Source: an optimization exercise on an open RTL-to-GDS flow (aim: small area and a short achievable clock period). Production flows keep margins and buffers that such runs may drop.
At most, simulation tests tie the RTL to the original design; equivalence was not proved.

==> trial 2: inputs <==
Design sqrt_16s, start of the top module:
module sqrt_16s (
    input         clk,
    input  [15:0] data_i,
    input         vld_i,
    output [15:0] data_o,
    output        vld_o
);
==> flow/config.mk <==
export PLATFORM = sky130hd
export DESIGN_NAME = sqrt_16s
export DESIGN_NICKNAME = sqrt_16s
export VERILOG_FILES = /design/flow/design.v
export SDC_FILE = /design/flow/constraint.sdc
export NUM_CORES = 4
export LEC_CHECK = 0
export ABC_AREA = 1
export CAP_MARGIN = 20
export CORE_MARGIN = 2
export CORE_UTILIZATION = 40
export SETUP_SLACK_MARGIN = 1.1
export SLEW_MARGIN = 20
==> flow/constraint.sdc <==
create_clock -name core_clock -period 3.0 [get_ports {clk}]
set_input_delay 0.6000 -clock core_clock [delete_from_list [all_inputs] [get_ports {clk}]]
set_output_delay 0.6000 -clock core_clock [all_outputs]
set_load 0.01 [all_outputs]
standard.sh (not shown) runs the stock make flow with config.mk's settings and CLKGATE_MAP_FILE= SYNTH_SCRIPT=/design/flow/synth_recipe.tcl, a recipe that flattens the netlist after the stock synthesis.
==> flow/flow/run.sh <==
#!/bin/bash
# The standard layout (standard.sh: ORFS from synthesis to the final layout) with:
#  - ADDER_MAP_FILE empty: Yosys does not extract full/half-adder cells, so ABC maps
#    all the logic itself (the registers are the same as in the standard synthesis);
#  - buf_2 cells as the input and output port buffers;
#  - a clock tree of clkbuf_8 cells without dummy loads.
# Everything ORFS prints goes to standard.log in this folder; each step's own log stays
# under orfs/logs/.
bash standard.sh \
  "ADDER_MAP_FILE=" \
  "BUFFER_PORTS_ARGS=-buffer_cell sky130_fd_sc_hd__buf_2" \
  "CTS_ARGS=-sink_clustering_enable -repair_clock_nets -dont_use_dummy_load -buf_list sky130_fd_sc_hd__clkbuf_8 -sink_clustering_size 14 -sink_clustering_max_diameter 50" \
  finish > standard.log 2>&1
==> build 78: changes against trial 2 <==
SETUP_SLACK_MARGIN = 1.2   (was 1.1)
==> run notes <==
Routed wire length = 18,800 um
Run status = finished clean
Sequential cell area = 0.00551 mm^2
Met2 usage = 25.8%
Drt initial violations = 336
Worst hold path endpoint = x_r4[1]
ClkCell Share = 3.23%
(the above is from trial 2)
==> run notes <==
Clk sinks = 275
Sequential cell area = 0.00552 mm^2
ClkCell Share = 3.27%
Crit path capture = r_r6[6]
RR Endpoint = r_r6[6]
Min-delay worst type = in2reg
Run status = finished clean
Worst hold path endpoint = x_r4[0]
(the above is from build 78)
Function was not checked in any run of this note: the RTL went through the layout flow alone.

========
==> job 323: inputs <==
Another version of the RTL of sqrt_16s (not shown whole).
export LEC_CHECK = 0
export ABC_AREA = 1
export CAP_MARGIN = 20
export CORE_MARGIN = 2
export CORE_UTILIZATION = 40
export PLACE_DENSITY = 0.8
export SETUP_SLACK_MARGIN = 1.1
export SLEW_MARGIN = 20
create_clock -name core_clock -period 3.0 [get_ports {clk}]
==> flow/flow/run.sh <==
#!/bin/bash
# The standard layout (the standard.sh: ORFS synthesis to final), with buf_2
# cells as the port buffers and a clock tree of clkbuf_8 without dummy loads.
bash standard.sh \
  "BUFFER_PORTS_ARGS=-buffer_cell sky130_fd_sc_hd__buf_2" \
  "CTS_ARGS=-sink_clustering_enable -repair_clock_nets -dont_use_dummy_load -buf_list sky130_fd_sc_hd__clkbuf_8 -sink_clustering_size 14 -sink_clustering_max_diameter 50" \
  finish > standard.log 2>&1
==> job 6310: changes against job 323 <==
--- a/flow/design.v
+++ b/flow/design.v
@@ -77,12 +77,20 @@
     endfunction
     wire [6:0] t3 = tbl3(data_i[15:10]);
     wire [2:0] q3 = t3[6:4];
     wire [3:0] r3 = t3[3:0];
     wire [9:0] x3 = data_i[9:0];
-    wire [5:0] a4 = {r3, x3[9:8]};
-    wire [5:0] b4 = {1'b0, q3, 2'b01};
+    reg  [2:0] q_r3;
+    always @(posedge clk) q_r3 <= q3;
+    reg  [3:0] r_r3;
+    always @(posedge clk) r_r3 <= r3;
+    reg  [9:0] x_r3;
+    always @(posedge clk) x_r3 <= x3;
+    reg  [0:0] v_r3;
+    always @(posedge clk) v_r3 <= vld_i;
+    wire [5:0] a4 = {r_r3, x_r3[9:8]};
+    wire [5:0] b4 = {1'b0, q_r3, 2'b01};
     wire [5:0] g4_0 = ~a4 & b4;
     wire [5:0] p4_0 = ~a4 | b4;
     wire g4_1_1 = g4_0[1] | (p4_0[1] & g4_0[0]);
     wire p4_1_1 = p4_0[1] & p4_0[0];
     wire g4_1_3 = g4_0[3] | (p4_0[3] & g4_0[2]);
@@ -98,20 +106,20 @@
     wire g4_6_4 = g4_0[4] | (p4_0[4] & g4_2_3);
     wire p4_6_4 = p4_0[4] & p4_2_3;
     wire s4 = g4_5_5;
     wire [4:0] c4 = {g4_2_3, g4_6_2, g4_1_1, g4_0[0], 1'b0};
     wire [4:0] r4 = a4[4:0] ^ ({5{~s4}} & (b4[4:0] ^ c4));
-    wire [3:0] q4 = {q3, ~s4};
-    wire [7:0] x4 = x3[7:0];
+    wire [3:0] q4 = {q_r3, ~s4};
+    wire [7:0] x4 = x_r3[7:0];
     reg  [3:0] q_r4;
     always @(posedge clk) q_r4 <= q4;
     reg  [4:0] r_r4;
     always @(posedge clk) r_r4 <= r4;
     reg  [7:0] x_r4;
     always @(posedge clk) x_r4 <= x4;
     reg  [0:0] v_r4;
-    always @(posedge clk) v_r4 <= vld_i;
+    always @(posedge clk) v_r4 <= v_r3;
     wire [6:0] a5 = {r_r4, x_r4[7:6]};
     wire [6:0] b5 = {1'b0, q_r4, 2'b01};
     wire [6:0] g5_0 = ~a5 & b5;
     wire [6:0] p5_0 = ~a5 | b5;
     wire g5_1_1 = g5_0[1] | (p5_0[1] & g5_0[0]);
==> flow/run.sh (new file) <==
#!/bin/bash
# synth_recipe.tcl (not shown) runs the flow's synth.tcl, then flattens the netlist and writes it again
# the make line also repeats each setting of config.mk as NAME=value (left out here)
make -C /OpenROAD-flow-scripts/flow DESIGN_CONFIG=/design/flow/config.mk WORK_HOME=/design/flow/orfs CLKGATE_MAP_FILE= SYNTH_SCRIPT=/design/flow/synth_recipe.tcl finish
PLACE_DENSITY = not set   (was 0.8)
SETUP_SLACK_MARGIN = 1.4   (was 1.1)
removed: flow/flow/run.sh
removed: flow/standard.sh
==> comparison table <==
Unique cell type count in the Yosys netlist: job 323 41; job 6310 48
Origin of the worst min-delay path: job 323 data_i[4]; job 6310 v_r13
Instance count on the critical path: job 323 12; job 6310 10
Placeable core area: job 323 27900 µm²; job 6310 28800 µm²
Result of the run: job 323 timing/DRC/antenna clean; job 6310 timing/DRC/antenna clean
Syn Inst Count: job 323 1443; job 6310 1449
Hold depth: job 323 1; job 6310 0
Average wire per standard cell: job 323 9.92 µm; job 6310 11.0 µm
Worst slack at placement: job 323 671 ps; job 6310 813 ps
Maximum number of pins on one net before global-route repair: job 323 17; job 6310 15

-- what the ideal ports hide --
How much do the figures lean on ideal ports? The routed layouts below were timed once more, with nothing changed but the port constraints.
Step 1 assumes that a clkbuf_16 drives the clock port and a buf_2 every other input.
Step 2, shift: input delay + t, output delay - t, t = (earliest + latest rising clock arrival at the registers) / 2. This alone moves slack from input paths to output paths.
Three values: no drivers, after step 1, after step 2; two values: the first two.
| run | shift t [ns] | setup slack, ns | worst slew at a driven data input, ns | cell pins on the clock port's net |
|---|---|---|---|---|
| trial 2 | 0.591 | 1.251 / 1.251 / 0.906 | 0.03 | 1 |
| build 78 | 0.593 | 1.277 / 1.277 / 0.914 | 0.03 | 1 |
| job 323 | 0.568 | 1.216 / 1.216 / 0.686 | 0.03 | 1 |
| job 6310 | 0.591 | 1.345 / 1.345 / 0.936 | 0.03 | 1 |
After both steps every run listed still meets setup and hold. For job 323, which loses most, drivers alone change the setup slack by 0.000 ns; drivers and shift together by -0.530 ns.
